Background: an optimization exercise with open tools, aiming at small area. Do not read the settings as production practice.
The RTL was checked by simulation tests, not by an equivalence proof against the original design.
Power is estimated from default activity; no workload was simulated.

job 101:
Design frogger, start of the top module:
module frogger (clk, rst, update, VGA_R, VGA_G, VGA_B, hsync, vsync, blank_n, up, down, left, right, levelselect);
Size: roughly 3700 cells after synthesis, about 0.025 mm^2 of cells after synthesis.
==> flow/config.mk <==
export PLATFORM = sky130hd
export DESIGN_NAME = frogger
export DESIGN_NICKNAME = frogger
export VERILOG_FILES = /design/flow/design.v
export SDC_FILE = /design/flow/constraint.sdc
export NUM_CORES = 4
export LEC_CHECK = 0
export CAP_MARGIN = 20
export CORE_MARGIN = 2
export CORE_UTILIZATION = 30
export CTS_CLUSTER_DIAMETER = 150
export CTS_CLUSTER_SIZE = 16
export SLEW_MARGIN = 20
==> flow/constraint.sdc <==
create_clock -name core_clock -period 20.0 [get_ports {clk}]
set_input_delay 4.0000 -clock core_clock [delete_from_list [all_inputs] [get_ports {clk}]]
set_output_delay 4.0000 -clock core_clock [all_outputs]
set_load 0.01 [all_outputs]
standard.sh (not shown) runs the stock make flow with config.mk's settings and CLKGATE_MAP_FILE= SYNTH_SCRIPT=/design/flow/synth_recipe.tcl, a recipe that flattens the netlist after the stock synthesis.
==> flow/flow/run.sh <==
#!/bin/bash
# Layout flow: the standard synthesis, then an area-oriented re-mapping of the
# combinational logic only (every flip-flop instance of the standard synthesis is kept
# as it is, same name and cell), then the standard layout from floorplan to finish.
# Each tool's output goes to a log file of its own in this folder.
set -euo pipefail
WORK=$(pwd)
R=$WORK/orfs/results/$FLOW_PLATFORM/frogger/base
LIB=$FLOW_HOME/platforms/$FLOW_PLATFORM/lib/sky130_fd_sc_hd__tt_025C_1v80.lib
YOSYS=$FLOW_HOME/../tools/install/yosys/bin/yosys

# 1. standard synthesis
bash standard.sh synth > $WORK/log_1_standard_synth.log 2>&1

# 2. re-map the combinational logic for area
cp $R/1_2_yosys.v $WORK/standard_synth.v
python3 flow/libmodels.py $LIB $FLOW_HOME/platforms/$FLOW_PLATFORM/config.mk $WORK/comb_cells.v $WORK/dont_use.txt > $WORK/log_2_libmodels.log 2>&1
$YOSYS -p "read_liberty -lib $LIB; read_verilog $WORK/standard_synth.v; hierarchy -top $FLOW_TOP; \
  techmap -map $WORK/comb_cells.v; techmap; opt -purge; \
  abc -liberty $LIB $(cat $WORK/dont_use.txt) -script $WORK/flow/resyn.abc; opt_clean -purge; \
  hilomap -singleton -hicell sky130_fd_sc_hd__conb_1 HI -locell sky130_fd_sc_hd__conb_1 LO; \
  splitnets; opt_clean -purge; insbuf -buf sky130_fd_sc_hd__buf_4 A X; check -assert -mapped; \
  tee -o $WORK/resyn_stat.txt stat -liberty $LIB; \
  write_verilog -noattr -nohex -nodec $WORK/resyn.v" > $WORK/log_3_resyn_yosys.log 2>&1

# the flip-flops must be exactly the standard synthesis's
ffs() { grep -oE '^\s*sky130_fd_sc_hd__[a-z]*df[a-z0-9_]* +[^ (]+' "$1" | sed -E 's/_[0-9]+ +/ /; s/^\s+//' | sort; }
if ! diff <(ffs $WORK/standard_synth.v) <(ffs $WORK/resyn.v) > $WORK/log_4_ffcheck.log 2>&1 || [ ! -s $WORK/resyn.v ]; then
  echo "flip-flops differ; using the standard synthesis" >> $WORK/log_4_ffcheck.log
  cp $WORK/standard_synth.v $WORK/resyn.v
fi
cp $WORK/resyn.v $R/1_2_yosys.v
rm -f $R/1_synth.odb $R/1_synth.sdc

# 3. standard layout from the re-mapped netlist
bash standard.sh > $WORK/log_5_standard_layout.log 2>&1
==> flow/flow/resyn.abc <==
strash
&get -n
&st
&deepsyn -T 300
&put
dc2
&get -n
&st
&dch -f
&nf -R 2000 -a
&put
mfs2 -a
strash
&get -n
&st
&dch -f
&nf -R 2000
&put
topo
dnsize -c
Other scripts of this flow, unchanged in this note and not shown: flow/flow/libmodels.py
diff inputs: job 101 => job 102
Settings: CTS_CLUSTER_SIZE changed from 16 to 20; CTS_CLUSTER_DIAMETER changed from 150 to 200.
--- a/flow/flow/run.sh
+++ b/flow/flow/run.sh
@@ -34,3 +34,5 @@
 
-# 3. standard layout from the re-mapped netlist
+# 3. standard layout from the re-mapped netlist; every input and output port still
+#    gets its own buffer, the smallest buffer cell instead of clkdlybuf4s50_1
+export BUFFER_PORTS_ARGS="-buffer_cell sky130_fd_sc_hd__buf_1"
 bash standard.sh > $WORK/log_5_standard_layout.log 2>&1
==> flow/flow/resyn.abc <==
strash
&get -n
&st
&deepsyn -T 300
&put
dc2
&get -n
&st
&dch -f
&nf -R 5000 -a
&put
mfs2 -a -W 6
strash
&get -n
&st
&dch -f
&nf -R 5000 -a
&put
mfs2 -a -W 6
strash
&get -n
&st
&dch -f
&nf -R 5000
&put
topo
dnsize -c
Findings:
Between job 102 and job 101, it is job 102 whose maximum cell stage delay along the critical path is higher, by 0.07 ns.
Changes observed in job 102 relative to job 101: net switching power figure saw an increase, worst reg2reg path depth now larger.
The data arrival at the endpoint of the critical path in job 102 sits 0.59 ns below the value recorded for job 101.
Area after synthesis delta (job 102 − job 101): favourable
In job 102, the maximum ir drop on the vdd rail came out 11% below the value in job 101.
On synthesis-to-layout area growth, the higher figure sits with job 101, not job 102.
Lower pin slew with the least headroom to its limit was reported by job 102, not job 101.
Job 102 vs job 101 — critical path depth rose 3.
Power per cell area essentially unchanged between job 102 and job 101.
Total routing resource utilization after global routing on job 102 is up relative to job 101.
The following lists how job 103 was set up differently from job 102:
--- a/flow/flow/run.sh
+++ b/flow/flow/run.sh
@@ -34,5 +34,3 @@
 
-# 3. standard layout from the re-mapped netlist; every input and output port still
-#    gets its own buffer, the smallest buffer cell instead of clkdlybuf4s50_1
-export BUFFER_PORTS_ARGS="-buffer_cell sky130_fd_sc_hd__buf_1"
+# 3. standard layout from the re-mapped netlist
 bash standard.sh > $WORK/log_5_standard_layout.log 2>&1
==> flow/flow/resyn.abc <==
strash
&get -n
&st
&deepsyn -T 600
&put
dc2
&get -n
&st
&dch -f
&nf -R 2000 -a
&put
mfs2 -a
strash
&get -n
&st
&dch -f
&nf -R 2000
&put
topo
dnsize -c
Findings:
On count of nets after finishing: job 103 sits above job 102. Number of iterations in the first detailed-routing pass in job 103 vs job 102: up 2. Leakage power total, job 103 vs job 102: up by a few percent.
> inputs changed (job 103 -> job 104)
Settings: changing CTS_CLUSTER_DIAMETER from 200 to 150; changing CTS_CLUSTER_SIZE from 20 to 16.
--- a/flow/flow/resyn.abc
+++ b/flow/flow/resyn.abc
@@ -1,6 +1,2 @@
 strash
-&get -n
-&st
-&deepsyn -T 600
-&put
 dc2
--- outcome ---
What job 103 reported for number of global-route vias before repair has to be multiplied by 1.06 to get the figure for job 104. Job 104 against job 103: global-route usage went down by 0.95 points; overall power went up by 5.1%; cell total after placement went up by about 6%; wire length went up by 4800 um. Against job 103, job 104 reports a largest voltage drop on the vdd net that is lower. Compared with job 103, job 104 shows a area growth from synthesis to layout that is 0.31 points higher. Clock power: job 104 vs job 103 up about 9%.

[static timing again, ports no longer ideal]
The flow's constraints put no driver on any port. The routed layouts listed below were extracted and timed again, unchanged, in two steps.
Step 1 assumes that a clkbuf_16 drives the clock port and a buf_2 every other input.
Step 2 adds t to the input delays and takes it off the output delays; t is the mean of the earliest and latest rising clock arrival at the registers after step 1. Input paths then give back, and output paths get back, about the clock's delay inside the block.
Three values: no drivers, after step 1, after step 2; two values: the first two.
run | shift t [ns] | setup WS [ns] | worst register clock-pin slew, ns | worst data-port slew with drivers (ns) | cell pins on the clock port's net
job 101 | 0.651 | 8.432 / 8.432 / 8.432 | 0.09 / 0.09 | 0.03 | 1
job 102 | 0.649 | 8.959 / 8.959 / 8.959 | 0.10 / 0.10 | 0.11 | 1
job 103 | 0.641 | 9.163 / 9.163 / 9.163 | 0.11 / 0.11 | 0.04 | 1
job 104 | 0.664 | 9.794 / 9.794 / 9.794 | 0.10 / 0.10 | 0.04 | 1
After both steps setup and hold are still met in every run listed.
